From an optimization exercise on the open Yosys and OpenROAD flow, aimed at small area, a short achievable clock period and few clock cycles per item; shortcuts taken in it are not production practice.
Only simulation tests tie the RTL to the original design; equivalence was not proved.
No activity file was given, so power comes from the tool's default toggle rates.

**design/flow/flow/run.sh**
```bash
#!/bin/bash
# Own layout flow: the ORFS flow through standard.sh, with these changes:
#  - synthesis: synth_recipe.tcl and ORFS's synth.tcl, except that
#    (a) Yosys's synth runs with -noabc (as well as -nofsm -noshare), so its
#        quick ABC pass does not remap the adder logic before extract_fa, and
#    (b) the final ABC mapping runs flow/abc_own.script (plain technology
#        mapping, no ABC buffering or gate sizing; OpenROAD's resizer sizes and
#        buffers the netlist instead).
#    Registers, flattening and renaming are as in the standard synthesis;
#  - port buffers are plain sky130 buffers (buf_2) instead of the cell
#    buffer_ports picks by itself;
#  - flow/dt.tcl (before global routing) keeps the drivers of the register
#    enable net from being downsized by power recovery; flow/undt.tcl lifts that
#    again once global routing is done;
#  - extra ORFS make settings for the layout steps: MATCH_CELL_FOOTPRINT=0 RECOVER_POWER=100
# The full make output goes to standard.log in the work folder; ORFS's per-step
# logs (synthesis included) stay under orfs/logs/.
set -euo pipefail
sed "s#log_cmd abc {\*}\$abc_args#log_cmd abc {*}[lreplace \$abc_args 1 1 $PWD/flow/abc_own.script]#" "$FLOW_HOME/scripts/synth.tcl" > own_synth_core.tcl
grep -q abc_own.script own_synth_core.tcl
sed -e "s#source \$::env(SCRIPTS_DIR)/synth.tcl#source $PWD/own_synth_core.tcl#" -e "1s/-nofsm -noshare /-nofsm -noshare -noabc /" synth_recipe.tcl > own_synth.tcl
grep -q own_synth_core.tcl own_synth.tcl
grep -q -- "-noabc" own_synth.tcl
export BUFFER_PORTS_ARGS="-buffer_cell sky130_fd_sc_hd__buf_2"
if ! bash standard.sh SYNTH_SCRIPT=$PWD/own_synth.tcl PRE_GLOBAL_ROUTE_TCL=$PWD/flow/dt.tcl POST_GLOBAL_ROUTE_TCL=$PWD/flow/undt.tcl MATCH_CELL_FOOTPRINT=0 RECOVER_POWER=100 finish > standard.log 2>&1; then
  tail -40 standard.log
  exit 1
fi
tail -5 standard.log
```
**design/flow/flow/abc_own.script**
```
strash
dch
map -B 0.9
topo
```
**design/flow/flow/dt.tcl**
```tcl
# Keep the drivers of the register enable net as repaired so far: power
# recovery must not downsize them (their fanout is every register).
proc enable_drivers {} {
  set cells {}
  foreach pin [get_pins -hierarchical */DE] {
    set net [get_nets -of_objects $pin]
    foreach drv [get_pins -of_objects $net -filter "direction == output"] {
      lappend cells [get_full_name [get_cells -of_objects $drv]]
    }
  }
  return [lsort -unique $cells]
}
set ::dt_cells [enable_drivers]
puts "dont_touch on enable drivers: $::dt_cells"
foreach c $::dt_cells { set_dont_touch [get_cells $c] }
```
**design/flow/flow/undt.tcl**
```tcl
# Lift the dont_touch that flow/dt.tcl set, now that power recovery is done,
# so later steps treat those cells like any other (power hookup included).
foreach c $::dt_cells { unset_dont_touch [get_cells $c] }
puts "dont_touch lifted: $::dt_cells"
```
**design/flow/standard.sh**
```bash
#!/bin/bash
# synth_recipe.tcl (not shown) runs the flow's synth.tcl, then flattens the netlist and writes it again
# the make line also repeats each setting of config.mk as NAME=value (left out here)
make -C /OpenROAD-flow-scripts/flow DESIGN_CONFIG=/design/flow/config.mk WORK_HOME=/design/flow/orfs CLKGATE_MAP_FILE= SYNTH_SCRIPT=/design/flow/synth_recipe.tcl "${@:-finish}"
```
**design/flow/config.mk**
```make
export PLATFORM = sky130hd
export DESIGN_NAME = BoothRadix4
export DESIGN_NICKNAME = BoothRadix4
export VERILOG_FILES = /design/flow/design.v
export SDC_FILE = /design/flow/constraint.sdc
export NUM_CORES = 4
export LEC_CHECK = 0
export ABC_AREA = 1
export CAP_MARGIN = 20
export CORE_MARGIN = 2
export CORE_UTILIZATION = 40
export PLACE_DENSITY = 0.6
export SETUP_SLACK_MARGIN = 0.04
export SLEW_MARGIN = 20
```
**design/flow/constraint.sdc**
```tcl
create_clock -name core_clock -period 3.5 [get_ports {clk}]
set_input_delay 0.7000 -clock core_clock [delete_from_list [all_inputs] [get_ports {clk}]]
set_output_delay 0.7000 -clock core_clock [all_outputs]
set_load 0.01 [all_outputs]
```
**design/flow/design.v**
```verilog
`timescale 1ns / 100 ps
module BoothRadix4 #(parameter N = 18)
(
    output wire [2*N-1:0] product,
    output wire           done,
    input wire [N-1:0]    mplier,
    input wire [N-1:0]    mcand,
    input wire            n_reset,
    input wire            start,
    input wire            clk
);
assign done = start & n_reset;
wire [N+1:0] b = {mplier, 1'b0};    
wire [N:0] x = {mcand[N-1], mcand};   
wire [8:0] one, two, neg;
genvar gi;
generate for (gi = 0; gi < 9; gi = gi + 1) begin : enc
    assign one[gi] = b[2*gi+1] ^ b[2*gi];
    assign two[gi] = (b[2*gi+2] & ~b[2*gi+1] & ~b[2*gi]) | (~b[2*gi+2] & b[2*gi+1] & b[2*gi]);
    assign neg[gi] = b[2*gi+2];
end endgenerate
wire [18:0] pp0 = (({19{one[0]}} & x) | ({19{two[0]}} & {x[17:0], 1'b0})) ^ {19{neg[0]}};
wire [18:0] pp1 = (({19{one[1]}} & x) | ({19{two[1]}} & {x[17:0], 1'b0})) ^ {19{neg[1]}};
wire [18:0] pp2 = (({19{one[2]}} & x) | ({19{two[2]}} & {x[17:0], 1'b0})) ^ {19{neg[2]}};
wire [18:0] pp3 = (({19{one[3]}} & x) | ({19{two[3]}} & {x[17:0], 1'b0})) ^ {19{neg[3]}};
wire [18:0] pp4 = (({19{one[4]}} & x) | ({19{two[4]}} & {x[17:0], 1'b0})) ^ {19{neg[4]}};
wire [18:0] pp5 = (({19{one[5]}} & x) | ({19{two[5]}} & {x[17:0], 1'b0})) ^ {19{neg[5]}};
wire [18:0] pp6 = (({19{one[6]}} & x) | ({19{two[6]}} & {x[17:0], 1'b0})) ^ {19{neg[6]}};
wire [18:0] pp7 = (({19{one[7]}} & x) | ({19{two[7]}} & {x[17:0], 1'b0})) ^ {19{neg[7]}};
wire [18:0] pp8 = (({19{one[8]}} & x) | ({19{two[8]}} & {x[17:0], 1'b0})) ^ {19{neg[8]}};
wire h0_s = neg[1] ^ pp0[2];
wire h0_c = neg[1] & pp0[2];
wire h1_s = pp0[3] ^ pp1[1];
wire h1_c = pp0[3] & pp1[1];
wire f0_s = neg[2] ^ pp0[4] ^ pp1[2];
wire f0_c = (neg[2] & pp0[4]) | (neg[2] & pp1[2]) | (pp0[4] & pp1[2]);
wire h2_s = pp2[0] ^ h1_c;
wire h2_c = pp2[0] & h1_c;
wire f1_s = pp0[5] ^ pp1[3] ^ pp2[1];
wire f1_c = (pp0[5] & pp1[3]) | (pp0[5] & pp2[1]) | (pp1[3] & pp2[1]);
wire h3_s = f0_c ^ f1_s;
wire h3_c = f0_c & f1_s;
wire f2_s = neg[3] ^ pp0[6] ^ pp1[4];
wire f2_c = (neg[3] & pp0[6]) | (neg[3] & pp1[4]) | (pp0[6] & pp1[4]);
wire f3_s = pp2[2] ^ pp3[0] ^ f1_c;
wire f3_c = (pp2[2] & pp3[0]) | (pp2[2] & f1_c) | (pp3[0] & f1_c);
wire h4_s = f2_s ^ h3_c;
wire h4_c = f2_s & h3_c;
wire f4_s = pp0[7] ^ pp1[5] ^ pp2[3];
wire f4_c = (pp0[7] & pp1[5]) | (pp0[7] & pp2[3]) | (pp1[5] & pp2[3]);
wire f5_s = pp3[1] ^ f2_c ^ f4_s;
wire f5_c = (pp3[1] & f2_c) | (pp3[1] & f4_s) | (f2_c & f4_s);
wire h5_s = f3_c ^ f5_s;
wire h5_c = f3_c & f5_s;
wire f6_s = neg[4] ^ pp0[8] ^ pp1[6];
wire f6_c = (neg[4] & pp0[8]) | (neg[4] & pp1[6]) | (pp0[8] & pp1[6]);
wire f7_s = pp2[4] ^ pp3[2] ^ pp4[0];
wire f7_c = (pp2[4] & pp3[2]) | (pp2[4] & pp4[0]) | (pp3[2] & pp4[0]);
wire f8_s = f4_c ^ f6_s ^ f7_s;
wire f8_c = (f4_c & f6_s) | (f4_c & f7_s) | (f6_s & f7_s);
wire h6_s = f5_c ^ f8_s;
wire h6_c = f5_c & f8_s;
wire f9_s = pp0[9] ^ pp1[7] ^ pp2[5];
wire f9_c = (pp0[9] & pp1[7]) | (pp0[9] & pp2[5]) | (pp1[7] & pp2[5]);
wire f10_s = pp3[3] ^ pp4[1] ^ f6_c;
wire f10_c = (pp3[3] & pp4[1]) | (pp3[3] & f6_c) | (pp4[1] & f6_c);
wire f11_s = f7_c ^ f9_s ^ f10_s;
wire f11_c = (f7_c & f9_s) | (f7_c & f10_s) | (f9_s & f10_s);
wire h7_s = f8_c ^ f11_s;
wire h7_c = f8_c & f11_s;
wire f12_s = neg[5] ^ pp0[10] ^ pp1[8];
wire f12_c = (neg[5] & pp0[10]) | (neg[5] & pp1[8]) | (pp0[10] & pp1[8]);
wire f13_s = pp2[6] ^ pp3[4] ^ pp4[2];
wire f13_c = (pp2[6] & pp3[4]) | (pp2[6] & pp4[2]) | (pp3[4] & pp4[2]);
wire f14_s = pp5[0] ^ f9_c ^ f12_s;
wire f14_c = (pp5[0] & f9_c) | (pp5[0] & f12_s) | (f9_c & f12_s);
wire f15_s = f13_s ^ f10_c ^ f14_s;
wire f15_c = (f13_s & f10_c) | (f13_s & f14_s) | (f10_c & f14_s);
wire h8_s = f11_c ^ f15_s;
wire h8_c = f11_c & f15_s;
wire f16_s = pp0[11] ^ pp1[9] ^ pp2[7];
wire f16_c = (pp0[11] & pp1[9]) | (pp0[11] & pp2[7]) | (pp1[9] & pp2[7]);
wire f17_s = pp3[5] ^ pp4[3] ^ pp5[1];
wire f17_c = (pp3[5] & pp4[3]) | (pp3[5] & pp5[1]) | (pp4[3] & pp5[1]);
wire f18_s = f12_c ^ f13_c ^ f16_s;
wire f18_c = (f12_c & f13_c) | (f12_c & f16_s) | (f13_c & f16_s);
wire f19_s = f17_s ^ f14_c ^ f18_s;
wire f19_c = (f17_s & f14_c) | (f17_s & f18_s) | (f14_c & f18_s);
wire h9_s = f15_c ^ f19_s;
wire h9_c = f15_c & f19_s;
wire f20_s = neg[6] ^ pp0[12] ^ pp1[10];
wire f20_c = (neg[6] & pp0[12]) | (neg[6] & pp1[10]) | (pp0[12] & pp1[10]);
wire f21_s = pp2[8] ^ pp3[6] ^ pp4[4];
wire f21_c = (pp2[8] & pp3[6]) | (pp2[8] & pp4[4]) | (pp3[6] & pp4[4]);
wire f22_s = pp5[2] ^ pp6[0] ^ f16_c;
wire f22_c = (pp5[2] & pp6[0]) | (pp5[2] & f16_c) | (pp6[0] & f16_c);
wire f23_s = f17_c ^ f20_s ^ f21_s;
wire f23_c = (f17_c & f20_s) | (f17_c & f21_s) | (f20_s & f21_s);
wire f24_s = f22_s ^ f18_c ^ f23_s;
wire f24_c = (f22_s & f18_c) | (f22_s & f23_s) | (f18_c & f23_s);
wire f25_s = pp0[13] ^ pp1[11] ^ pp2[9];
wire f25_c = (pp0[13] & pp1[11]) | (pp0[13] & pp2[9]) | (pp1[11] & pp2[9]);
wire f26_s = pp3[7] ^ pp4[5] ^ pp5[3];
wire f26_c = (pp3[7] & pp4[5]) | (pp3[7] & pp5[3]) | (pp4[5] & pp5[3]);
wire f27_s = pp6[1] ^ f20_c ^ f21_c;
wire f27_c = (pp6[1] & f20_c) | (pp6[1] & f21_c) | (f20_c & f21_c);
wire f28_s = f25_s ^ f26_s ^ f22_c;
wire f28_c = (f25_s & f26_s) | (f25_s & f22_c) | (f26_s & f22_c);
wire h10_s = f23_c ^ f27_s;
wire h10_c = f23_c & f27_s;
wire f29_s = neg[7] ^ pp0[14] ^ pp1[12];
wire f29_c = (neg[7] & pp0[14]) | (neg[7] & pp1[12]) | (pp0[14] & pp1[12]);
wire f30_s = pp2[10] ^ pp3[8] ^ pp4[6];
wire f30_c = (pp2[10] & pp3[8]) | (pp2[10] & pp4[6]) | (pp3[8] & pp4[6]);
wire f31_s = pp5[4] ^ pp6[2] ^ pp7[0];
wire f31_c = (pp5[4] & pp6[2]) | (pp5[4] & pp7[0]) | (pp6[2] & pp7[0]);
wire f32_s = f25_c ^ f26_c ^ f29_s;
wire f32_c = (f25_c & f26_c) | (f25_c & f29_s) | (f26_c & f29_s);
wire f33_s = f30_s ^ f31_s ^ f27_c;
wire f33_c = (f30_s & f31_s) | (f30_s & f27_c) | (f31_s & f27_c);
wire h11_s = f32_s ^ f28_c;
wire h11_c = f32_s & f28_c;
wire f34_s = pp0[15] ^ pp1[13] ^ pp2[11];
wire f34_c = (pp0[15] & pp1[13]) | (pp0[15] & pp2[11]) | (pp1[13] & pp2[11]);
wire f35_s = pp3[9] ^ pp4[7] ^ pp5[5];
wire f35_c = (pp3[9] & pp4[7]) | (pp3[9] & pp5[5]) | (pp4[7] & pp5[5]);
wire f36_s = pp6[3] ^ pp7[1] ^ f29_c;
wire f36_c = (pp6[3] & pp7[1]) | (pp6[3] & f29_c) | (pp7[1] & f29_c);
wire f37_s = f30_c ^ f31_c ^ f34_s;
wire f37_c = (f30_c & f31_c) | (f30_c & f34_s) | (f31_c & f34_s);
wire f38_s = f35_s ^ f36_s ^ f32_c;
wire f38_c = (f35_s & f36_s) | (f35_s & f32_c) | (f36_s & f32_c);
wire h12_s = f37_s ^ f33_c;
wire h12_c = f37_s & f33_c;
wire f39_s = neg[8] ^ pp0[16] ^ pp1[14];
wire f39_c = (neg[8] & pp0[16]) | (neg[8] & pp1[14]) | (pp0[16] & pp1[14]);
wire f40_s = pp2[12] ^ pp3[10] ^ pp4[8];
wire f40_c = (pp2[12] & pp3[10]) | (pp2[12] & pp4[8]) | (pp3[10] & pp4[8]);
wire f41_s = pp5[6] ^ pp6[4] ^ pp7[2];
wire f41_c = (pp5[6] & pp6[4]) | (pp5[6] & pp7[2]) | (pp6[4] & pp7[2]);
wire f42_s = pp8[0] ^ f34_c ^ f35_c;
wire f42_c = (pp8[0] & f34_c) | (pp8[0] & f35_c) | (f34_c & f35_c);
wire f43_s = f39_s ^ f40_s ^ f41_s;
wire f43_c = (f39_s & f40_s) | (f39_s & f41_s) | (f40_s & f41_s);
wire f44_s = f36_c ^ f37_c ^ f42_s;
wire f44_c = (f36_c & f37_c) | (f36_c & f42_s) | (f37_c & f42_s);
wire h13_s = f43_s ^ f38_c;
wire h13_c = f43_s & f38_c;
wire f45_s = pp0[17] ^ pp1[15] ^ pp2[13];
wire f45_c = (pp0[17] & pp1[15]) | (pp0[17] & pp2[13]) | (pp1[15] & pp2[13]);
wire f46_s = pp3[11] ^ pp4[9] ^ pp5[7];
wire f46_c = (pp3[11] & pp4[9]) | (pp3[11] & pp5[7]) | (pp4[9] & pp5[7]);
wire f47_s = pp6[5] ^ pp7[3] ^ pp8[1];
wire f47_c = (pp6[5] & pp7[3]) | (pp6[5] & pp8[1]) | (pp7[3] & pp8[1]);
wire f48_s = f39_c ^ f40_c ^ f41_c;
wire f48_c = (f39_c & f40_c) | (f39_c & f41_c) | (f40_c & f41_c);
wire f49_s = f45_s ^ f46_s ^ f47_s;
wire f49_c = (f45_s & f46_s) | (f45_s & f47_s) | (f46_s & f47_s);
wire f50_s = f42_c ^ f43_c ^ f48_s;
wire f50_c = (f42_c & f43_c) | (f42_c & f48_s) | (f43_c & f48_s);
wire h14_s = f49_s ^ f44_c;
wire h14_c = f49_s & f44_c;
wire f51_s = pp0[18] ^ pp1[16] ^ pp2[14];
wire f51_c = (pp0[18] & pp1[16]) | (pp0[18] & pp2[14]) | (pp1[16] & pp2[14]);
wire f52_s = pp3[12] ^ pp4[10] ^ pp5[8];
wire f52_c = (pp3[12] & pp4[10]) | (pp3[12] & pp5[8]) | (pp4[10] & pp5[8]);
wire f53_s = pp6[6] ^ pp7[4] ^ pp8[2];
wire f53_c = (pp6[6] & pp7[4]) | (pp6[6] & pp8[2]) | (pp7[4] & pp8[2]);
wire f54_s = f45_c ^ f46_c ^ f47_c;
wire f54_c = (f45_c & f46_c) | (f45_c & f47_c) | (f46_c & f47_c);
wire f55_s = f51_s ^ f52_s ^ f53_s;
wire f55_c = (f51_s & f52_s) | (f51_s & f53_s) | (f52_s & f53_s);
wire f56_s = f48_c ^ f49_c ^ f54_s;
wire f56_c = (f48_c & f49_c) | (f48_c & f54_s) | (f49_c & f54_s);
wire h15_s = f55_s ^ f50_c;
wire h15_c = f55_s & f50_c;
wire f57_s = pp0[18] ^ pp1[17] ^ pp2[15];
wire f57_c = (pp0[18] & pp1[17]) | (pp0[18] & pp2[15]) | (pp1[17] & pp2[15]);
wire f58_s = pp3[13] ^ pp4[11] ^ pp5[9];
wire f58_c = (pp3[13] & pp4[11]) | (pp3[13] & pp5[9]) | (pp4[11] & pp5[9]);
wire f59_s = pp6[7] ^ pp7[5] ^ pp8[3];
wire f59_c = (pp6[7] & pp7[5]) | (pp6[7] & pp8[3]) | (pp7[5] & pp8[3]);
wire f60_s = f51_c ^ f52_c ^ f53_c;
wire f60_c = (f51_c & f52_c) | (f51_c & f53_c) | (f52_c & f53_c);
wire f61_s = f57_s ^ f58_s ^ f59_s;
wire f61_c = (f57_s & f58_s) | (f57_s & f59_s) | (f58_s & f59_s);
wire f62_s = f54_c ^ f55_c ^ f60_s;
wire f62_c = (f54_c & f55_c) | (f54_c & f60_s) | (f55_c & f60_s);
wire h16_s = f61_s ^ f56_c;
wire h16_c = f61_s & f56_c;
wire f63_s = pp2[16] ^ pp3[14] ^ pp4[12];
wire f63_c = (pp2[16] & pp3[14]) | (pp2[16] & pp4[12]) | (pp3[14] & pp4[12]);
wire f64_s = pp5[10] ^ pp6[8] ^ pp7[6];
wire f64_c = (pp5[10] & pp6[8]) | (pp5[10] & pp7[6]) | (pp6[8] & pp7[6]);
wire f65_s = pp8[4] ^ ~pp0[18] ^ ~pp1[18];
wire f65_c = (pp8[4] & ~pp0[18]) | (pp8[4] & ~pp1[18]) | (~pp0[18] & ~pp1[18]);
wire f66_s = f57_c ^ f58_c ^ f59_c;
wire f66_c = (f57_c & f58_c) | (f57_c & f59_c) | (f58_c & f59_c);
wire f67_s = f63_s ^ f64_s ^ f65_s;
wire f67_c = (f63_s & f64_s) | (f63_s & f65_s) | (f64_s & f65_s);
wire f68_s = f60_c ^ f61_c ^ f66_s;
wire f68_c = (f60_c & f61_c) | (f60_c & f66_s) | (f61_c & f66_s);
wire h17_s = f67_s ^ f62_c;
wire h17_c = f67_s & f62_c;
wire f69_s = 1'b1 ^ pp2[17] ^ pp3[15];
wire f69_c = (1'b1 & pp2[17]) | (1'b1 & pp3[15]) | (pp2[17] & pp3[15]);
wire f70_s = pp4[13] ^ pp5[11] ^ pp6[9];
wire f70_c = (pp4[13] & pp5[11]) | (pp4[13] & pp6[9]) | (pp5[11] & pp6[9]);
wire f71_s = pp7[7] ^ pp8[5] ^ f63_c;
wire f71_c = (pp7[7] & pp8[5]) | (pp7[7] & f63_c) | (pp8[5] & f63_c);
wire f72_s = f64_c ^ f65_c ^ f69_s;
wire f72_c = (f64_c & f65_c) | (f64_c & f69_s) | (f65_c & f69_s);
wire f73_s = f70_s ^ f71_s ^ f66_c;
wire f73_c = (f70_s & f71_s) | (f70_s & f66_c) | (f71_s & f66_c);
wire f74_s = f67_c ^ f72_s ^ f73_s;
wire f74_c = (f67_c & f72_s) | (f67_c & f73_s) | (f72_s & f73_s);
wire f75_s = pp3[16] ^ pp4[14] ^ pp5[12];
wire f75_c = (pp3[16] & pp4[14]) | (pp3[16] & pp5[12]) | (pp4[14] & pp5[12]);
wire f76_s = pp6[10] ^ pp7[8] ^ pp8[6];
wire f76_c = (pp6[10] & pp7[8]) | (pp6[10] & pp8[6]) | (pp7[8] & pp8[6]);
wire f77_s = ~pp2[18] ^ f69_c ^ f70_c;
wire f77_c = (~pp2[18] & f69_c) | (~pp2[18] & f70_c) | (f69_c & f70_c);
wire f78_s = f75_s ^ f76_s ^ f71_c;
wire f78_c = (f75_s & f76_s) | (f75_s & f71_c) | (f76_s & f71_c);
wire f79_s = f72_c ^ f77_s ^ f78_s;
wire f79_c = (f72_c & f77_s) | (f72_c & f78_s) | (f77_s & f78_s);
wire f80_s = 1'b1 ^ pp3[17] ^ pp4[15];
wire f80_c = (1'b1 & pp3[17]) | (1'b1 & pp4[15]) | (pp3[17] & pp4[15]);
wire f81_s = pp5[13] ^ pp6[11] ^ pp7[9];
wire f81_c = (pp5[13] & pp6[11]) | (pp5[13] & pp7[9]) | (pp6[11] & pp7[9]);
wire f82_s = pp8[7] ^ f75_c ^ f76_c;
wire f82_c = (pp8[7] & f75_c) | (pp8[7] & f76_c) | (f75_c & f76_c);
wire f83_s = f80_s ^ f81_s ^ f77_c;
wire f83_c = (f80_s & f81_s) | (f80_s & f77_c) | (f81_s & f77_c);
wire h18_s = f82_s ^ f78_c;
wire h18_c = f82_s & f78_c;
wire f84_s = pp4[16] ^ pp5[14] ^ pp6[12];
wire f84_c = (pp4[16] & pp5[14]) | (pp4[16] & pp6[12]) | (pp5[14] & pp6[12]);
wire f85_s = pp7[10] ^ pp8[8] ^ ~pp3[18];
wire f85_c = (pp7[10] & pp8[8]) | (pp7[10] & ~pp3[18]) | (pp8[8] & ~pp3[18]);
wire f86_s = f80_c ^ f81_c ^ f84_s;
wire f86_c = (f80_c & f81_c) | (f80_c & f84_s) | (f81_c & f84_s);
wire f87_s = f85_s ^ f82_c ^ f86_s;
wire f87_c = (f85_s & f82_c) | (f85_s & f86_s) | (f82_c & f86_s);
wire f88_s = 1'b1 ^ pp4[17] ^ pp5[15];
wire f88_c = (1'b1 & pp4[17]) | (1'b1 & pp5[15]) | (pp4[17] & pp5[15]);
wire f89_s = pp6[13] ^ pp7[11] ^ pp8[9];
wire f89_c = (pp6[13] & pp7[11]) | (pp6[13] & pp8[9]) | (pp7[11] & pp8[9]);
wire f90_s = f84_c ^ f85_c ^ f88_s;
wire f90_c = (f84_c & f85_c) | (f84_c & f88_s) | (f85_c & f88_s);
wire h19_s = f89_s ^ f86_c;
wire h19_c = f89_s & f86_c;
wire f91_s = pp5[16] ^ pp6[14] ^ pp7[12];
wire f91_c = (pp5[16] & pp6[14]) | (pp5[16] & pp7[12]) | (pp6[14] & pp7[12]);
wire f92_s = pp8[10] ^ ~pp4[18] ^ f88_c;
wire f92_c = (pp8[10] & ~pp4[18]) | (pp8[10] & f88_c) | (~pp4[18] & f88_c);
wire f93_s = f89_c ^ f91_s ^ f92_s;
wire f93_c = (f89_c & f91_s) | (f89_c & f92_s) | (f91_s & f92_s);
wire f94_s = 1'b1 ^ pp5[17] ^ pp6[15];
wire f94_c = (1'b1 & pp5[17]) | (1'b1 & pp6[15]) | (pp5[17] & pp6[15]);
wire f95_s = pp7[13] ^ pp8[11] ^ f91_c;
wire f95_c = (pp7[13] & pp8[11]) | (pp7[13] & f91_c) | (pp8[11] & f91_c);
wire f96_s = f94_s ^ f92_c ^ f95_s;
wire f96_c = (f94_s & f92_c) | (f94_s & f95_s) | (f92_c & f95_s);
wire f97_s = pp6[16] ^ pp7[14] ^ pp8[12];
wire f97_c = (pp6[16] & pp7[14]) | (pp6[16] & pp8[12]) | (pp7[14] & pp8[12]);
wire f98_s = ~pp5[18] ^ f94_c ^ f97_s;
wire f98_c = (~pp5[18] & f94_c) | (~pp5[18] & f97_s) | (f94_c & f97_s);
wire h20_s = f95_c ^ f98_s;
wire h20_c = f95_c & f98_s;
wire f99_s = 1'b1 ^ pp6[17] ^ pp7[15];
wire f99_c = (1'b1 & pp6[17]) | (1'b1 & pp7[15]) | (pp6[17] & pp7[15]);
wire f100_s = pp8[13] ^ f97_c ^ f99_s;
wire f100_c = (pp8[13] & f97_c) | (pp8[13] & f99_s) | (f97_c & f99_s);
wire h21_s = f98_c ^ f100_s;
wire h21_c = f98_c & f100_s;
wire f101_s = pp7[16] ^ pp8[14] ^ ~pp6[18];
wire f101_c = (pp7[16] & pp8[14]) | (pp7[16] & ~pp6[18]) | (pp8[14] & ~pp6[18]);
wire f102_s = f99_c ^ f101_s ^ f100_c;
wire f102_c = (f99_c & f101_s) | (f99_c & f100_c) | (f101_s & f100_c);
wire f103_s = 1'b1 ^ pp7[17] ^ pp8[15];
wire f103_c = (1'b1 & pp7[17]) | (1'b1 & pp8[15]) | (pp7[17] & pp8[15]);
wire h22_s = f101_c ^ f103_s;
wire h22_c = f101_c & f103_s;
wire f104_s = pp8[16] ^ ~pp7[18] ^ f103_c;
wire f104_c = (pp8[16] & ~pp7[18]) | (pp8[16] & f103_c) | (~pp7[18] & f103_c);
wire f105_s = 1'b1 ^ pp8[17] ^ f104_c;
wire f105_c = (1'b1 & pp8[17]) | (1'b1 & f104_c) | (pp8[17] & f104_c);
reg r0_0;
reg r0_1;
reg r1_0;
reg r2_0;
reg r2_1;
reg r3_0;
reg r3_1;
reg r4_0;
reg r4_1;
reg r5_0;
reg r5_1;
reg r6_0;
reg r6_1;
reg r7_0;
reg r7_1;
reg r8_0;
reg r8_1;
reg r9_0;
reg r9_1;
reg r10_0;
reg r10_1;
reg r11_0;
reg r11_1;
reg r12_0;
reg r12_1;
reg r12_2;
reg r13_0;
reg r13_1;
reg r13_2;
reg r14_0;
reg r14_1;
reg r14_2;
reg r15_0;
reg r15_1;
reg r15_2;
reg r16_0;
reg r16_1;
reg r16_2;
reg r17_0;
reg r17_1;
reg r17_2;
reg r18_0;
reg r18_1;
reg r18_2;
reg r19_0;
reg r19_1;
reg r19_2;
reg r20_0;
reg r20_1;
reg r20_2;
reg r21_0;
reg r21_1;
reg r21_2;
reg r22_0;
reg r22_1;
reg r22_2;
reg r23_0;
reg r23_1;
reg r23_2;
reg r24_0;
reg r24_1;
reg r24_2;
reg r25_0;
reg r25_1;
reg r25_2;
reg r26_0;
reg r26_1;
reg r26_2;
reg r27_0;
reg r27_1;
reg r28_0;
reg r28_1;
reg r29_0;
reg r29_1;
reg r30_0;
reg r30_1;
reg r31_0;
reg r31_1;
reg r32_0;
reg r32_1;
reg r33_0;
reg r34_0;
reg r34_1;
always @(posedge clk) begin
    if (done) begin
        r0_0 <= neg[0];
        r0_1 <= pp0[0];
        r1_0 <= pp0[1];
        r2_0 <= pp1[0];
        r2_1 <= h0_s;
        r3_0 <= h0_c;
        r3_1 <= h1_s;
        r4_0 <= f0_s;
        r4_1 <= h2_s;
        r5_0 <= h2_c;
        r5_1 <= h3_s;
        r6_0 <= f3_s;
        r6_1 <= h4_s;
        r7_0 <= h4_c;
        r7_1 <= h5_s;
        r8_0 <= h5_c;
        r8_1 <= h6_s;
        r9_0 <= h6_c;
        r9_1 <= h7_s;
        r10_0 <= h7_c;
        r10_1 <= h8_s;
        r11_0 <= h8_c;
        r11_1 <= h9_s;
        r12_0 <= f19_c;
        r12_1 <= f24_s;
        r12_2 <= h9_c;
        r13_0 <= f28_s;
        r13_1 <= h10_s;
        r13_2 <= f24_c;
        r14_0 <= h10_c;
        r14_1 <= f33_s;
        r14_2 <= h11_s;
        r15_0 <= f38_s;
        r15_1 <= h11_c;
        r15_2 <= h12_s;
        r16_0 <= f44_s;
        r16_1 <= h12_c;
        r16_2 <= h13_s;
        r17_0 <= f50_s;
        r17_1 <= h13_c;
        r17_2 <= h14_s;
        r18_0 <= f56_s;
        r18_1 <= h14_c;
        r18_2 <= h15_s;
        r19_0 <= f62_s;
        r19_1 <= h15_c;
        r19_2 <= h16_s;
        r20_0 <= f68_s;
        r20_1 <= h16_c;
        r20_2 <= h17_s;
        r21_0 <= f68_c;
        r21_1 <= h17_c;
        r21_2 <= f74_s;
        r22_0 <= f73_c;
        r22_1 <= f79_s;
        r22_2 <= f74_c;
        r23_0 <= f83_s;
        r23_1 <= h18_s;
        r23_2 <= f79_c;
        r24_0 <= f83_c;
        r24_1 <= f87_s;
        r24_2 <= h18_c;
        r25_0 <= f90_s;
        r25_1 <= h19_s;
        r25_2 <= f87_c;
        r26_0 <= f90_c;
        r26_1 <= h19_c;
        r26_2 <= f93_s;
        r27_0 <= f93_c;
        r27_1 <= f96_s;
        r28_0 <= f96_c;
        r28_1 <= h20_s;
        r29_0 <= h20_c;
        r29_1 <= h21_s;
        r30_0 <= h21_c;
        r30_1 <= f102_s;
        r31_0 <= h22_s;
        r31_1 <= f102_c;
        r32_0 <= h22_c;
        r32_1 <= f104_s;
        r33_0 <= f105_s;
        r34_0 <= ~pp8[18];
        r34_1 <= f105_c;
    end
end
wire oh23_s = r12_0 ^ r12_1;
wire oh23_c = r12_0 & r12_1;
wire of106_s = r13_0 ^ r13_1 ^ r13_2;
wire of106_c = (r13_0 & r13_1) | (r13_0 & r13_2) | (r13_1 & r13_2);
wire of107_s = r14_0 ^ r14_1 ^ r14_2;
wire of107_c = (r14_0 & r14_1) | (r14_0 & r14_2) | (r14_1 & r14_2);
wire of108_s = r15_0 ^ r15_1 ^ r15_2;
wire of108_c = (r15_0 & r15_1) | (r15_0 & r15_2) | (r15_1 & r15_2);
wire of109_s = r16_0 ^ r16_1 ^ r16_2;
wire of109_c = (r16_0 & r16_1) | (r16_0 & r16_2) | (r16_1 & r16_2);
wire of110_s = r17_0 ^ r17_1 ^ r17_2;
wire of110_c = (r17_0 & r17_1) | (r17_0 & r17_2) | (r17_1 & r17_2);
wire of111_s = r18_0 ^ r18_1 ^ r18_2;
wire of111_c = (r18_0 & r18_1) | (r18_0 & r18_2) | (r18_1 & r18_2);
wire of112_s = r19_0 ^ r19_1 ^ r19_2;
wire of112_c = (r19_0 & r19_1) | (r19_0 & r19_2) | (r19_1 & r19_2);
wire of113_s = r20_0 ^ r20_1 ^ r20_2;
wire of113_c = (r20_0 & r20_1) | (r20_0 & r20_2) | (r20_1 & r20_2);
wire of114_s = r21_0 ^ r21_1 ^ r21_2;
wire of114_c = (r21_0 & r21_1) | (r21_0 & r21_2) | (r21_1 & r21_2);
wire of115_s = r22_0 ^ r22_1 ^ r22_2;
wire of115_c = (r22_0 & r22_1) | (r22_0 & r22_2) | (r22_1 & r22_2);
wire of116_s = r23_0 ^ r23_1 ^ r23_2;
wire of116_c = (r23_0 & r23_1) | (r23_0 & r23_2) | (r23_1 & r23_2);
wire of117_s = r24_0 ^ r24_1 ^ r24_2;
wire of117_c = (r24_0 & r24_1) | (r24_0 & r24_2) | (r24_1 & r24_2);
wire of118_s = r25_0 ^ r25_1 ^ r25_2;
wire of118_c = (r25_0 & r25_1) | (r25_0 & r25_2) | (r25_1 & r25_2);
wire of119_s = r26_0 ^ r26_1 ^ r26_2;
wire of119_c = (r26_0 & r26_1) | (r26_0 & r26_2) | (r26_1 & r26_2);
wire oh24_s = r27_0 ^ r27_1;
wire oh24_c = r27_0 & r27_1;
wire oh25_s = r28_0 ^ r28_1;
wire oh25_c = r28_0 & r28_1;
wire oh26_s = r29_0 ^ r29_1;
wire oh26_c = r29_0 & r29_1;
wire oh27_s = r30_0 ^ r30_1;
wire oh27_c = r30_0 & r30_1;
wire oh28_s = r31_0 ^ r31_1;
wire oh28_c = r31_0 & r31_1;
wire oh29_s = r32_0 ^ r32_1;
wire oh29_c = r32_0 & r32_1;
wire [35:0] sum_a = {1'b1, r34_0, r33_0, oh28_c, oh27_c, oh26_c, oh25_c, oh24_c, oh24_s, of118_c, of117_c, of116_c, of115_c, of114_c, of113_c, of112_c, of111_c, of110_c, of109_c, of108_c, of107_c, of106_c, oh23_c, r12_2, r11_0, r10_0, r9_0, r8_0, r7_0, r6_0, r5_0, r4_0, r3_0, r2_0, r1_0, r0_0};
wire [35:0] sum_b = {1'b0, r34_1, oh29_c, oh29_s, oh28_s, oh27_s, oh26_s, oh25_s, of119_c, of119_s, of118_s, of117_s, of116_s, of115_s, of114_s, of113_s, of112_s, of111_s, of110_s, of109_s, of108_s, of107_s, of106_s, oh23_s, r11_1, r10_1, r9_1, r8_1, r7_1, r6_1, r5_1, r4_1, r3_1, r2_1, 1'b0, r0_1};
wire [35:0] g0 = sum_a & sum_b;
wire [35:0] p0 = sum_a ^ sum_b;
wire gg0 = g0[1] | (p0[1] & g0[0]);
wire pp_0 = p0[1] & p0[0];
wire gg1 = g0[3] | (p0[3] & g0[2]);
wire pp_1 = p0[3] & p0[2];
wire gg2 = g0[5] | (p0[5] & g0[4]);
wire pp_2 = p0[5] & p0[4];
wire gg3 = g0[7] | (p0[7] & g0[6]);
wire pp_3 = p0[7] & p0[6];
wire gg4 = g0[9] | (p0[9] & g0[8]);
wire pp_4 = p0[9] & p0[8];
wire gg5 = g0[11] | (p0[11] & g0[10]);
wire pp_5 = p0[11] & p0[10];
wire gg6 = g0[13] | (p0[13] & g0[12]);
wire pp_6 = p0[13] & p0[12];
wire gg7 = g0[15] | (p0[15] & g0[14]);
wire pp_7 = p0[15] & p0[14];
wire gg8 = g0[17] | (p0[17] & g0[16]);
wire pp_8 = p0[17] & p0[16];
wire gg9 = g0[19] | (p0[19] & g0[18]);
wire pp_9 = p0[19] & p0[18];
wire gg10 = g0[21] | (p0[21] & g0[20]);
wire pp_10 = p0[21] & p0[20];
wire gg11 = g0[23] | (p0[23] & g0[22]);
wire pp_11 = p0[23] & p0[22];
wire gg12 = g0[25] | (p0[25] & g0[24]);
wire pp_12 = p0[25] & p0[24];
wire gg13 = g0[27] | (p0[27] & g0[26]);
wire pp_13 = p0[27] & p0[26];
wire gg14 = g0[29] | (p0[29] & g0[28]);
wire pp_14 = p0[29] & p0[28];
wire gg15 = g0[31] | (p0[31] & g0[30]);
wire pp_15 = p0[31] & p0[30];
wire gg16 = g0[33] | (p0[33] & g0[32]);
wire pp_16 = p0[33] & p0[32];
wire gg17 = g0[35] | (p0[35] & g0[34]);
wire pp_17 = p0[35] & p0[34];
wire gq18 = g0[2] | (p0[2] & g0[1]);
wire gg18 = gq18 | (p0[2] & p0[1] & g0[0]);
wire gg19 = gg1 | (pp_1 & gg0);
wire pp_19 = pp_1 & pp_0;
wire gg20 = g0[6] | (p0[6] & gg2);
wire pp_20 = p0[6] & pp_2;
wire gg21 = gg3 | (pp_3 & gg2);
wire pp_21 = pp_3 & pp_2;
wire gg22 = g0[10] | (p0[10] & gg4);
wire pp_22 = p0[10] & pp_4;
wire gg23 = gg5 | (pp_5 & gg4);
wire pp_23 = pp_5 & pp_4;
wire gg24 = g0[14] | (p0[14] & gg6);
wire pp_24 = p0[14] & pp_6;
wire gg25 = gg7 | (pp_7 & gg6);
wire pp_25 = pp_7 & pp_6;
wire gg26 = g0[18] | (p0[18] & gg8);
wire pp_26 = p0[18] & pp_8;
wire gg27 = gg9 | (pp_9 & gg8);
wire pp_27 = pp_9 & pp_8;
wire gg28 = g0[22] | (p0[22] & gg10);
wire pp_28 = p0[22] & pp_10;
wire gg29 = gg11 | (pp_11 & gg10);
wire pp_29 = pp_11 & pp_10;
wire gg30 = g0[26] | (p0[26] & gg12);
wire pp_30 = p0[26] & pp_12;
wire gg31 = gg13 | (pp_13 & gg12);
wire pp_31 = pp_13 & pp_12;
wire gg32 = g0[30] | (p0[30] & gg14);
wire pp_32 = p0[30] & pp_14;
wire gg33 = gg15 | (pp_15 & gg14);
wire pp_33 = pp_15 & pp_14;
wire gg34 = g0[34] | (p0[34] & gg16);
wire pp_34 = p0[34] & pp_16;
wire gg35 = gg17 | (pp_17 & gg16);
wire pp_35 = pp_17 & pp_16;
wire gq36 = g0[4] | (p0[4] & g0[3]);
wire gg36 = gq36 | (p0[4] & p0[3] & gg18);
wire gg37 = gg2 | (pp_2 & gg19);
wire pp_37 = pp_2 & pp_19;
wire gg38 = gg20 | (pp_20 & gg19);
wire pp_38 = pp_20 & pp_19;
wire gg39 = gg21 | (pp_21 & gg19);
wire pp_39 = pp_21 & pp_19;
wire gg40 = g0[12] | (p0[12] & gg23);
wire pp_40 = p0[12] & pp_23;
wire gg41 = gg6 | (pp_6 & gg23);
wire pp_41 = pp_6 & pp_23;
wire gg42 = gg24 | (pp_24 & gg23);
wire pp_42 = pp_24 & pp_23;
wire gg43 = gg25 | (pp_25 & gg23);
wire pp_43 = pp_25 & pp_23;
wire gg44 = g0[20] | (p0[20] & gg27);
wire pp_44 = p0[20] & pp_27;
wire gg45 = gg10 | (pp_10 & gg27);
wire pp_45 = pp_10 & pp_27;
wire gg46 = gg28 | (pp_28 & gg27);
wire pp_46 = pp_28 & pp_27;
wire gg47 = gg29 | (pp_29 & gg27);
wire pp_47 = pp_29 & pp_27;
wire gg48 = g0[28] | (p0[28] & gg31);
wire pp_48 = p0[28] & pp_31;
wire gg49 = gg14 | (pp_14 & gg31);
wire pp_49 = pp_14 & pp_31;
wire gg50 = gg32 | (pp_32 & gg31);
wire pp_50 = pp_32 & pp_31;
wire gg51 = gg33 | (pp_33 & gg31);
wire pp_51 = pp_33 & pp_31;
wire gq52 = g0[8] | (p0[8] & g0[7]);
wire gg52 = gq52 | (p0[8] & p0[7] & gg38);
wire gg53 = gg4 | (pp_4 & gg39);
wire pp_53 = pp_4 & pp_39;
wire gg54 = gg22 | (pp_22 & gg39);
wire pp_54 = pp_22 & pp_39;
wire gg55 = gg23 | (pp_23 & gg39);
wire pp_55 = pp_23 & pp_39;
wire gg56 = gg40 | (pp_40 & gg39);
wire pp_56 = pp_40 & pp_39;
wire gg57 = gg41 | (pp_41 & gg39);
wire pp_57 = pp_41 & pp_39;
wire gg58 = gg42 | (pp_42 & gg39);
wire pp_58 = pp_42 & pp_39;
wire gg59 = gg43 | (pp_43 & gg39);
wire pp_59 = pp_43 & pp_39;
wire gg60 = g0[24] | (p0[24] & gg47);
wire pp_60 = p0[24] & pp_47;
wire gg61 = gg12 | (pp_12 & gg47);
wire pp_61 = pp_12 & pp_47;
wire gg62 = gg30 | (pp_30 & gg47);
wire pp_62 = pp_30 & pp_47;
wire gg63 = gg31 | (pp_31 & gg47);
wire pp_63 = pp_31 & pp_47;
wire gg64 = gg48 | (pp_48 & gg47);
wire pp_64 = pp_48 & pp_47;
wire gg65 = gg49 | (pp_49 & gg47);
wire pp_65 = pp_49 & pp_47;
wire gg66 = gg50 | (pp_50 & gg47);
wire pp_66 = pp_50 & pp_47;
wire gg67 = gg51 | (pp_51 & gg47);
wire pp_67 = pp_51 & pp_47;
wire gq68 = g0[16] | (p0[16] & g0[15]);
wire gg68 = gq68 | (p0[16] & p0[15] & gg58);
wire gg69 = gg8 | (pp_8 & gg59);
wire pp_69 = pp_8 & pp_59;
wire gg70 = gg26 | (pp_26 & gg59);
wire pp_70 = pp_26 & pp_59;
wire gg71 = gg27 | (pp_27 & gg59);
wire pp_71 = pp_27 & pp_59;
wire gg72 = gg44 | (pp_44 & gg59);
wire pp_72 = pp_44 & pp_59;
wire gg73 = gg45 | (pp_45 & gg59);
wire pp_73 = pp_45 & pp_59;
wire gg74 = gg46 | (pp_46 & gg59);
wire pp_74 = pp_46 & pp_59;
wire gg75 = gg47 | (pp_47 & gg59);
wire pp_75 = pp_47 & pp_59;
wire gg76 = gg60 | (pp_60 & gg59);
wire pp_76 = pp_60 & pp_59;
wire gg77 = gg61 | (pp_61 & gg59);
wire pp_77 = pp_61 & pp_59;
wire gg78 = gg62 | (pp_62 & gg59);
wire pp_78 = pp_62 & pp_59;
wire gg79 = gg63 | (pp_63 & gg59);
wire pp_79 = pp_63 & pp_59;
wire gg80 = gg64 | (pp_64 & gg59);
wire pp_80 = pp_64 & pp_59;
wire gg81 = gg65 | (pp_65 & gg59);
wire pp_81 = pp_65 & pp_59;
wire gg82 = gg66 | (pp_66 & gg59);
wire pp_82 = pp_66 & pp_59;
wire gg83 = gg67 | (pp_67 & gg59);
wire pp_83 = pp_67 & pp_59;
wire gq84 = g0[32] | (p0[32] & g0[31]);
wire gg84 = gq84 | (p0[32] & p0[31] & gg82);
wire gg85 = gg16 | (pp_16 & gg83);
wire pp_85 = pp_16 & pp_83;
wire gg86 = gg34 | (pp_34 & gg83);
wire pp_86 = pp_34 & pp_83;
wire gg87 = gg35 | (pp_35 & gg83);
wire pp_87 = pp_35 & pp_83;
wire [35:0] cpre = {gg87, gg86, gg85, gg84, gg83, gg82, gg81, gg80, gg79, gg78, gg77, gg76, gg75, gg74, gg73, gg72, gg71, gg70, gg69, gg68, gg59, gg58, gg57, gg56, gg55, gg54, gg53, gg52, gg39, gg38, gg37, gg36, gg19, gg18, gg0, g0[0]};
assign product = p0 ^ {cpre[34:0], 1'b0};
endmodule
```
==> metrics.md, run 1 <==
| Metric | Value |
|---|---|
| Finished Cell Area | between 10000 and 15000 µm² |
| I/O pin count | 76 |
| Synthesis-to-finish area growth | 29.6% |
| Routed WL | 28200 µm |
| Status | no timing/DRC/antenna violations |
| Max Cap Viol | 0 |
| Root buf cell | clkbuf_16 |
| Avg WL per Cell | 18.6 µm |
| Final-layout fill cell count | between 2k and 2.5k |
| Warning count from the yosys run | 1 |
| Fin. max-slew vios | 0 |
| Flops & latches, synth | 83 |
| Final Hold Violating Endpoints | 0 |
| Hold Crit Class | in2reg |
| Number of buffers created by CTS | 9 |
| Part of the power in registers | 16.8% |
| CTS clk-pin slew, worst paths | 0.07 ns |
| Clock Sink Count | just over 80 |
| Syn_area_per_cell | 10.0 µm² |
| Measured slew at the worst slew-check pin | 0.718 ns |
| First-pass GRT wire length | 44100 µm |
| Post-synthesis sequential area ratio | 25.5% |
| Postcts setup bufs | 1 |
| PwrDens | between 800 and 900 nW/µm² |
| Via density | 5.38 |
| Max Used Layer | met4 |
| Largest net degree at the start of global routing | 59 |
| Most frequent CP cell | fa_1 |
| Overall Power | around 11 mW |
| Clk network pwr share | about a tenth |
| Number of cell rows | 57 |
| Wire length on met1 | 12500 µm |
| Crit start category | input pin |
| IO Port Bufs | between 70 and 80 |
| Global Route Usage Sum | 22.0% |
| Slowest stage delay, CP | 0.43 ns |
| Core Region | 24200 µm² |
| CP cell instances | buf_4 > clkinvlp_4 > nor2_4 > o21ai_4 > o22ai_1 > xor2_1 > buf_4 > fa_1 > fa_1 > fa_1 > ha_1 |
| Remaining DRCs | 0 |
| Htree depth | 3 |
| Die area | 25700 µm² |
| N_diodes | 0 |
| Die Y | 160 µm |
| Gp weighted congestion | 0.904 |
| Initial antenna violation count | 0 |
| P_sw | 5.00 mW |
| Post-Syn Area | 9790 µm² |
| Post-DP HPWL | 21600 µm |
| Max-slew headroom | 52.1% |
| Internal cell power | 5.79 mW |
| Synth unique cells | 20 |
| Pleak | 5.14 nW |
| Grt total ovfl | 0 |
| Drt first pass iters | 7 |
| CP Capture Type | flop |
| Routed Antenna Nets | 0 |
| Clk buf depth | 2 |
| Instance area at placement | 11900 µm² |
| Resized cells post-CTS | 25 |
| CTS tree | built |
| Syn Inst Count | 976 |
| Post-route setup slack | 0.0653 ns |
| WP data arrival | 3.53 ns |
| Initial Util | around two fifths |
| Ratio of cells with drive above 1 in the final layout | between 20 and 30% |
| Final setup vio count | 0 |
| Maximum operating frequency | 0.291 GHz |
| Data required, critical path | 3.60 ns |
| Via count | 8168 |
| Fin crit period | 3.43 ns |
| DR WL met3 | ~1800 µm |
| Combinational group share of total power | 73.5% |
| First DRT Iteration DRCs | 582 |
| Sw frac | 46.3% |
| Nets | 1414 |
| Setup total negative slack | 0 ns |
| Dpl ws | -0.347 ns |
| Syn Nets | 1200 |
| Crit-path slowest cell | fa_1 |
| Vias in the first global route | 8316 |
| Die Span X | 160 µm |
| Peak VDD IR | roughly 0.0007 V |
| WL met2 | 13100 µm |
| Worst setup path category | in2reg |
| Hold Buf Count CTS | 0 |
| Part of the cycle the worst path needs | roughly 100% |
| Crit path max fanout | 6 |
per-layer routing:
layer | vias to the layer above | global-route usage (%)
met5 | - | 0
met3 | 61 | 4.16
met1 | 3976 | 29.6
met4 | 0 | 7.13
li1 | 3825 | -
met2 | 306 | 36.0
layout make-up:
type	instances	area (µm²)	share of cell area, %
Clock buffer	9	225	1.78
Clock inverter	7	97.6	0.769
Inverter	111	444	3.50
Multi-Input combinational cell	783	7490	59.1
Sequential cell	83	2490	19.6
Tap cell	324	405	3.20
Timing Repair Buffer	202	1530	12.0
power by group through the flow:
stage | Sequential [mW] | Combinational, mW | Clock [mW]
3_5_place_dp | 1.84 | 6.96 | 0
6_report | 1.81 | 7.93 | 1.04
3_3_place_gp | 1.83 | 6.79 | 0
4_1_cts | 1.82 | 7.46 | 1.06
2_1_floorplan | 1.80 | 4.57 | 0
synthesized netlist by cell type:
cell type	n	area [µm²]
o22ai_1	152	951
nand2_1	129	484
nor2_1	39	146
a21o_2	1	8.76
fa_1	113	2260
or2_2	1	6.26
nand3_1	22	110
a31o_2	1	8.76
o21bai_1	2	15.0
xor2_1	189	1660
ha_1	72	901
a21oi_1	26	130
a31oi_1	1	6.26
nor3_1	3	15.0
a21boi_0	3	22.5
xnor2_1	4	35.0
clkinv_1	111	417
buf_4	1	7.51
o21ai_0	23	115
edfxtp_1	83	2490
path summary, 6_finish.rpt:
kind	startpoint	endpoint	slack, ns	cells after the start
min	mplier[16]	r34_0$_DFFE_PP_	0.83	4
max	mplier[5]	r19_2$_DFFE_PP_	0.07	11
layout by cell type, fill, tap and decap left out, drive strengths merged, types with 3 or more instances in the layout:
cell type,synthesis,layout
xor2,189,189
buf,1,174
o22ai,152,152
nand2,129,129
fa,113,113
clkinv,111,94
edfxtp,83,83
ha,72,72
nor2,39,39
clkbuf,0,37
a21oi,26,26
o21ai,23,25
nand3,22,22
inv,0,15
clkinvlp,0,7
xnor2,4,4
a21boi,3,3
nor3,3,3
cells by family (layout without fill, tap and decap cells):
kind of cell | count (synthesis) | in the layout | synth area share [%]
flip-flops | 83 | 83 | 25.5
buffers and inverters | 112 | 329 | 4.33
adder cells (fa/ha/maj) | 185 | 185 | 32.3
AND/OR/NAND/NOR | 194 | 194 | 7.78
XOR/XNOR | 193 | 193 | 17.3
AO/OA/AOI/OAI | 209 | 211 | 12.8
stage by stage:
step / hold WS [ns] / std cells / utilization [%]
floorplan: 0.799 / 976 / -
CTS: 0.834 / 1508 / 51.1
finish: 0.828 / 1519 / 52.5
global placement: 1.21 / 1491 / 49.1
detailed placement: 1.18 / 1491 / 49.1
critical path: cells and delay by family:
kind            cells  cell delay, ns
compound gates      2            0.31
xor+xnor            1            0.26
fa+ha+maj           4            1.53
buf+inv             3            0.52
simple gates        1            0.21
Testbench counts, summed over its fixed seeds: cycles 2,408, items 2,400.
==> run 2, diff against run 1 <==
--- a/design/flow/flow/run.sh
+++ b/design/flow/flow/run.sh
@@ -21,6 +21,8 @@
 sed -e "s#source \$::env(SCRIPTS_DIR)/synth.tcl#source $PWD/own_synth_core.tcl#" -e "1s/-nofsm -noshare /-nofsm -noshare -noabc /" synth_recipe.tcl > own_synth.tcl
 grep -q own_synth_core.tcl own_synth.tcl
 grep -q -- "-noabc" own_synth.tcl
+# Clock tree: no dummy loads (CTS otherwise adds unused buffers only to balance it).
+export CTS_ARGS="-sink_clustering_enable -repair_clock_nets -dont_use_dummy_load"
 export BUFFER_PORTS_ARGS="-buffer_cell sky130_fd_sc_hd__buf_2"
 if ! bash standard.sh SYNTH_SCRIPT=$PWD/own_synth.tcl PRE_GLOBAL_ROUTE_TCL=$PWD/flow/dt.tcl POST_GLOBAL_ROUTE_TCL=$PWD/flow/undt.tcl MATCH_CELL_FOOTPRINT=0 RECOVER_POWER=100 finish > standard.log 2>&1; then
   tail -40 standard.log
--- a/design/flow/config.mk
+++ b/design/flow/config.mk
@@ -9,6 +9,7 @@
 export CAP_MARGIN = 20
 export CORE_MARGIN = 2
 export CORE_UTILIZATION = 40
+export CTS_BUF_LIST = sky130_fd_sc_hd__clkbuf_8
 export PLACE_DENSITY = 0.6
 export SETUP_SLACK_MARGIN = 0.04
 export SLEW_MARGIN = 20
==> run 2 against run 1 <==
  * Worst setup slack got worse by 0.021 ns
  * Worst hold slack improved by 0.0047 ns
  * Synthesized area unchanged
  * Synthesized cell count is the same
  * Die area unchanged
  * First-iteration DRC count rose by 14%
  * Final cell count down 0.59%
  * Still clean on timing, DRC and antenna
  * Global-route usage barely moved
  * Largest cell class unchanged
  * Sequential share of layout area is 0.18 points higher
  * Core utilization shrank 0.49 points
  * Maximum frequency is 0.60% lower
==> metrics.md, run 2 <==
| Metric | Value |
|---|---|
| CTS clk-pin slew, worst paths | 0.07 ns (about the same) |
| Initial antenna violation count | 0 (unchanged) |
| First-pass GRT wire length | 44100 µm (about the same) |
| Top cells by area, synth | edfxtp_1 25%, fa_1 23%, xor2_1 17% |
| Overall Power | 10.6 mW (-2.1%) |
| Crit start category | input pin |
| Internal cell power | 5.57 mW (-3.7%) |
| Vias in the first global route | 8316 (unchanged) |
| Global Route Usage Sum | 22.0% (about the same) |
| Final-layout fill cell count | 2204 (+0.73%) |
| Data required, critical path | 3.57 ns (-0.03 ns) |
| Synthesis-to-finish area growth | 28.4% |
| Remaining DRCs | 0 (unchanged) |
| Sequential cell area | 2490 µm² (unchanged) |
| Ratio of cells with drive above 1 in the final layout | 25.0% (-0.57 points) |
| Compound-Gate Fraction of Synth Area | 12.8% (unchanged) |
| Maximum operating frequency | 0.289 GHz (-0.60%) |
| Post-Synth XOR/XNOR Area | 17.3% (unchanged) |
| Die Y | 160 µm (unchanged) |
| Post-synthesis sequential area ratio | 25.5% (unchanged) |
| Clock Sink Count | 83 (unchanged) |
| Post-route insts no fill | 1510 (-0.59%) |
| Max Cap Viol | 0 (unchanged) |
| Fin crit period | 3.46 ns (+0.0206 ns) |
| Hold Buf Count CTS | 0 (unchanged) |
| Initial Util | 40.5% (unchanged) |
| Final Hold Violating Endpoints | 0 (unchanged) |
| CTS tree | built |
| Routed Antenna Nets | 0 (unchanged) |
| Most frequent cells in the layout | 184 x xor2_1, 142 x o22ai_1, 107 x fa_1 |
| Number of cell rows | 57 (unchanged) |
| Largest net degree at the start of global routing | 59 (unchanged) |
| Post-synthesis mux area share | 0% (unchanged) |
| Core Region | 24200 µm² (unchanged) |
| Area taken by multi-input logic gates | 7520 µm² (+0.28%) |
| Share of synthesized registers carrying an async set or reset | 0% (unchanged) |
| WP data arrival | 3.52 ns (about the same) |
| Flops & latches, synth | 83 (unchanged) |
| Sw frac | 47.2% (+0.85 points) |
| Placed cells | 1491 (unchanged) |
| Resized cells post-CTS | 25 (unchanged) |
| Via count | 8100 (-0.83%) |
| Avg WL per Cell | 18.7 µm (+0.90%) |
| Htree depth | 3 (unchanged) |
| Critical path startpoint | mplier[11] |
| Most common cell after layout, fill and taps aside | xor2_1 |
| Worst setup path category | in2reg |
| Postcts setup bufs | 1 (unchanged) |
| Syn Inst Count | 976 (unchanged) |
| Post-synth top area cell | edfxtp_1 |
| Top cell type's share of synthesized area | 25.5% (unchanged) |
| PwrDens | 840 nW/µm² (-1.2%) |
| Syn Nets | 1200 (unchanged) |
| Post-synthesis adder-cell area fraction | 32.3% (unchanged) |
| Routed WL | 28300 µm (+0.30%) |
| Status | no timing/DRC/antenna violations |
| Syn_area_per_cell | 10.0 µm² (unchanged) |
| Gp weighted congestion | 0.904 (unchanged) |
| Post-synth top cells | 189 x xor2_1, 152 x o22ai_1, 129 x nand2_1 |
| Grt total ovfl | 0 (unchanged) |
| IO Port Bufs | 75 (unchanged) |
| Synth unique cells | 20 (unchanged) |
| Part of the power in registers | 17.2% (+0.4 points) |
| First DRT Iteration DRCs | 666 (+14%) |
| Clk network pwr share | 7.6% (-2.1 points) |
| CP Capture Type | flop |
| Crit path max fanout | 5 (-1) |
| P_sw | 4.98 mW (-0.33%) |
| Post-Syn Area | 9790 µm² (unchanged) |
| Area share of and/or/nand/nor cells after synthesis | 7.78% (unchanged) |
| Clk buf depth | 2 (unchanged) |
| N_diodes | 0 (unchanged) |
| Pleak | 5.09 nW (-0.98%) |
| Fin. max-slew vios | 0 (unchanged) |
| Peak VDD IR | 0.000704 V (-0.31%) |
| Top-count cell post-synth | xor2_1 |
| Warning count from the yosys run | 1 (unchanged) |
| Number of buffers created by CTS | 9 (unchanged) |
| Die area | 25700 µm² (unchanged) |
| Root buf cell | clkbuf_16 |
| Post-synth EDFFs | 83 (unchanged) |
| Hold Crit Class | in2reg |
| Part of the cycle the worst path needs | 98.7% (+0.59 points) |
| Combinational group share of total power | 75.2% (+1.7 points) |
| Synth Flop Type | edfxtp_1 |
| Largest family of logic cells by synthesized area | adder cells |
| Measured slew at the worst slew-check pin | 0.714 ns (-0.00392 ns) |
| I/O pin count | 76 (unchanged) |
| Critical hold path startpoint | mplier[16] |
| Final setup vio count | 0 (unchanged) |
| Die Span X | 160 µm (unchanged) |
| Drt first pass iters | 5 (-2) |
| Nets | 1412 (-0.14%) |
| Via density | 5.36 (-0.24%) |
| Post-DP HPWL | 21600 µm (unchanged) |
| Max-slew headroom | 51.9% (-0.24 points) |
[run 2: layout make-up]
cell class,count,area share (%)
repair buffers,199,11.8
clock buffers,9,1.79
flip-flops and latches,83,19.8
well taps,324,3.23
inverters,111,3.51
multi-input cells,784,59.8
[run 2: path summary, 6_finish.rpt]
kind	end	slack [ns]	cells after the start
max	r21_2$_DFFE_PP_	0.04	10
min	r34_0$_DFFE_PP_	0.83	4
[run 2: through the flow]
stage	util, %	hold slack [ns]	worst slack, ns	TNS [ns]	area [µm²]
final	52.0	0.833	0.0447	0	12600
after CTS	50.7	0.832	0.0415	0	12300
after detailed placement	49.1	1.18	-0.347	-6.52	11900
after global placement	49.1	1.21	-0.280	-5.19	11900
after floorplan	-	0.799	0.0154	0	10000
[run 2: routing by layer]
layer | GRT usage (%) | wire length [µm] | vias to the layer above
li1 | - | - | 3819
met1 | 29.6 | 12700 | 3926
met2 | 36.1 | 13100 | 303
met3 | 4.16 | 1770 | 52
met4 | 7.00 | 719 | 0
met5 | 0 | 0 | -
[run 2: logic make-up after synthesis]
group	after synthesis
buf+inv	112
xor+xnor	193
fa+ha+maj	185
simple gates	194
flops	83
compound gates	209
[run 2: power groups by stage]
stage / registers, mW / clock network, mW / logic (mW)
floorplan: 1.80 / 0 / 4.57
global placement: 1.83 / 0 / 6.79
detailed placement: 1.84 / 0 / 6.96
CTS: 1.82 / 0.821 / 7.47
finish: 1.81 / 0.798 / 7.94
[run 2: critical path: stages]
cell	delay, ns
buf_6	0.14
clkinvlp_2	0.24
nor2_4	0.27
o21ai_4	0.14
o22ai_1	0.16
xor2_1	0.11
fa_2	0.38
fa_2	0.39
fa_1	0.57
fa_1	0.42
==> run 3, diff against run 2 <==
--- a/design/flow/config.mk
+++ b/design/flow/config.mk
@@ -9,7 +9,6 @@
 export CAP_MARGIN = 20
 export CORE_MARGIN = 2
 export CORE_UTILIZATION = 40
-export CTS_BUF_LIST = sky130_fd_sc_hd__clkbuf_8
 export PLACE_DENSITY = 0.6
 export SETUP_SLACK_MARGIN = 0.04
 export SLEW_MARGIN = 20
==> run 3 against run 2 <==
  * Die area did not move
  * Core utilization did not move
  * Sequential power barely moved
  * Combinational power barely moved
  * Final area did not move
  * Maximum frequency did not move
  * Final cell count did not move
  * Clock power barely moved
==> metrics.md, run 3 <==
| Metric | Value |
|---|---|
| Status | no timing/DRC/antenna violations |
| Top cell type's share of synthesized area | 25.5% (unchanged) |
| Most common cell after layout, fill and taps aside | xor2_1 |
| Max-slew headroom | 51.9% (unchanged) |
| Share of synthesized registers carrying an async set or reset | 0% (unchanged) |
| Pleak | 5.09 nW (unchanged) |
| Post-synth top area cell | edfxtp_1 |
| Die Span X | 160 µm (unchanged) |
| Syn Nets | 1200 (unchanged) |
| Initial Util | 40.5% (unchanged) |
| Measured slew at the worst slew-check pin | 0.714 ns (unchanged) |
| Crit path max fanout | 5 (unchanged) |
| Final-layout fill cell count | 2204 (unchanged) |
| Crit-path slowest cell | fa_1 |
| Fin crit period | 3.46 ns (unchanged) |
| Root buf cell | clkbuf_16 |
| CP cell instances | buf_6 > clkinvlp_2 > nor2_4 > o21ai_4 > o22ai_1 > xor2_1 > fa_2 > fa_2 > fa_1 > fa_1 |
| Flops & latches, synth | 83 (unchanged) |
| Post-synthesis sequential area ratio | 25.5% (unchanged) |
| Slowest stage delay, CP | 0.57 ns (about the same) |
| CP Capture Type | flop |
| Worst path top cell family by delay | adder cells |
| Vias in the first global route | 8316 (unchanged) |
| First-pass GRT wire length | 44100 µm (unchanged) |
| Fin. max-slew vios | 0 (unchanged) |
| Syn Inst Count | 976 (unchanged) |
| Core Util, Final | 52.0% (unchanged) |
| Largest family of logic cells by synthesized area | adder cells |
| Synth unique cells | 20 (unchanged) |
| Initial antenna violation count | 0 (unchanged) |
| Synthesis-to-finish area growth | 28.4% (unchanged) |
| Routed WL | 28300 µm (unchanged) |
| Clk buf depth | 2 (unchanged) |
| Final setup vio count | 0 (unchanged) |
| Die area | 25700 µm² (unchanged) |
| Clock Sink Count | 83 (unchanged) |
| Data required, critical path | 3.57 ns (about the same) |
| Worst setup path category | in2reg |
| Postcts setup bufs | 1 (unchanged) |
| CTS clk-pin slew, worst paths | 0.07 ns (about the same) |
| Htree depth | 3 (unchanged) |
| Peak VDD IR | 0.000704 V (unchanged) |
| Die Y | 160 µm (unchanged) |
| Maximum operating frequency | 0.289 GHz (unchanged) |
| Top cells by area, synth | edfxtp_1 25%, fa_1 23%, xor2_1 17% |
| WP data arrival | 3.52 ns (about the same) |
| Number of cell rows | 57 (unchanged) |
| Core Region | 24200 µm² (unchanged) |
| Post-synth top cells | 189 x xor2_1, 152 x o22ai_1, 129 x nand2_1 |
| Via density | 5.36 (unchanged) |
| Drt first pass iters | 5 (unchanged) |
| Post-DP HPWL | 21600 µm (unchanged) |
| Remaining DRCs | 0 (unchanged) |
| Overall Power | 10.6 mW (unchanged) |
| Via count | 8100 (unchanged) |
| Post-Synth XOR/XNOR Area | 17.3% (unchanged) |
| Final Hold Violating Endpoints | 0 (unchanged) |
| Post-synth EDFFs | 83 (unchanged) |
| CTS tree | built |
| Synth Flop Type | edfxtp_1 |
| First DRT Iteration DRCs | 666 (unchanged) |
| Part of the cycle the worst path needs | 98.7% (unchanged) |
| Compound-Gate Fraction of Synth Area | 12.8% (unchanged) |
| I/O pin count | 76 (unchanged) |
| Gp weighted congestion | 0.904 (unchanged) |
| Avg WL per Cell | 18.7 µm (unchanged) |
| Max Cap Viol | 0 (unchanged) |
| Post-route insts no fill | 1510 (unchanged) |
| Worst path bufs/invs | 2 (unchanged) |
| Warning count from the yosys run | 1 (unchanged) |
| Largest net degree at the start of global routing | 59 (unchanged) |
| Routed Antenna Nets | 0 (unchanged) |
| Global Route Usage Sum | 22.0% (unchanged) |
| Most frequent cells in the layout | 184 x xor2_1, 142 x o22ai_1, 107 x fa_1 |
| Resized cells post-CTS | 25 (unchanged) |
| Crit start category | input pin |
| Post-synthesis adder-cell area fraction | 32.3% (unchanged) |
| N_diodes | 0 (unchanged) |
| Ratio of cells with drive above 1 in the final layout | 25.0% (unchanged) |
| Area share of and/or/nand/nor cells after synthesis | 7.78% (unchanged) |
| Number of buffers created by CTS | 9 (unchanged) |
| Nets | 1412 (unchanged) |
| Placed cells | 1491 (unchanged) |
| Top-count cell post-synth | xor2_1 |
| Syn_area_per_cell | 10.0 µm² (unchanged) |
| Hold Buf Count CTS | 0 (unchanged) |
| Post-synthesis mux area share | 0% (unchanged) |
| IO Port Bufs | 75 (unchanged) |
| Grt total ovfl | 0 (unchanged) |
| PwrDens | 840 nW/µm² (unchanged) |
| Hold Crit Class | in2reg |
| Post-Syn Area | 9790 µm² (unchanged) |
[run 3: cell counts after synthesis]
Identical to the previous run, type by type.
[run 3: kinds of logic after synthesis]
logic type	Yosys count
AO/OA/AOI/OAI	209
AND/OR/NAND/NOR	194
XOR/XNOR	193
adder cells (fa/ha/maj)	185
buffers and inverters	112
flip-flops	83
[run 3: metrics by stage]
| stage | cell area [µm²] | hold WS (ns) | setup WS [ns] | TNS (ns) |
|---|---|---|---|---|
| after floorplan | 10000 | 0.799 | 0.0154 | 0 |
| after global placement | 11900 | 1.21 | -0.280 | -5.19 |
| after detailed placement | 11900 | 1.18 | -0.347 | -6.52 |
| after CTS | 12300 | 0.832 | 0.0415 | 0 |
| final | 12600 | 0.833 | 0.0447 | 0 |
[run 3: routing by layer]
layer | track usage [%] | vias to the layer above | wire length (µm) | share of wire [%]
met3 | 4.16 | 52 | 1770 | 6.3
li1 | - | 3819 | - | -
met5 | 0 | - | 0 | 0
met4 | 7.00 | 0 | 719 | 2.5
met1 | 29.6 | 3926 | 12700 | 45
met2 | 36.1 | 303 | 13100 | 46
[run 3: power breakdown]
part	switching (mW)	internal, mW	leakage, nW
Combinational	4.50	3.44	4.22
Sequential	0.130	1.68	0.767
Clock	0.347	0.451	0.111
Total	4.98	5.57	5.09
[run 3: final cells by class]
class	instances	area, µm²	area share [%]
repair buffers	199	1490	11.8
multi-input cells	784	7520	59.8
well taps	324	405	3.23
clock buffers	9	225	1.79
flip-flops and latches	83	2490	19.8
inverters	111	442	3.51
[run 3: final timing paths]
| kind | from | to | slack [ns] | cells past startpoint |
|---|---|---|---|---|
| max | mplier[11] | r21_2$_DFFE_PP_ | 0.04 | 10 |
| min | mplier[16] | r34_0$_DFFE_PP_ | 0.83 | 4 |

## separate check: timing with driven ports
In the flow no input, the clock included, has a driving cell. The finished layouts below were timed again as built, in two steps.
Step 1 (the two cells are an assumption about what drives the block):
set clk [get_ports {clk}]
set_driving_cell -lib_cell sky130_fd_sc_hd__clkbuf_16 $clk
set_driving_cell -lib_cell sky130_fd_sc_hd__buf_2 [delete_from_list [all_inputs] $clk]
Step 2, shift: input delay + t, output delay - t, t = (earliest + latest rising clock arrival at the registers) / 2. This alone moves slack from input paths to output paths.
Slacks: ideal ports / drivers / drivers and shift; pairs: ideal ports / drivers.
| run | shift t [ns] | setup slack, ns | worst register clock-pin slew, ns | worst data-port slew with drivers (ns) | pins driven straight from the clock port |
|---|---|---|---|---|---|
| run 1 | 0.392 | 0.065 / 0.065 / -0.324 | 0.07 / 0.07 | 0.06 | 1 |
| run 2 | 0.387 | 0.045 / 0.051 / -0.336 | 0.07 / 0.07 | 0.06 | 1 |
| run 3 | 0.387 | 0.045 / 0.051 / -0.336 | 0.07 / 0.07 | 0.06 | 1 |
With both steps, setup timing fails in every run listed, where it was met with ideal ports. The setup slack of run 1, which loses most, moves by 0.000 ns with the drivers and by -0.389 ns with both steps.
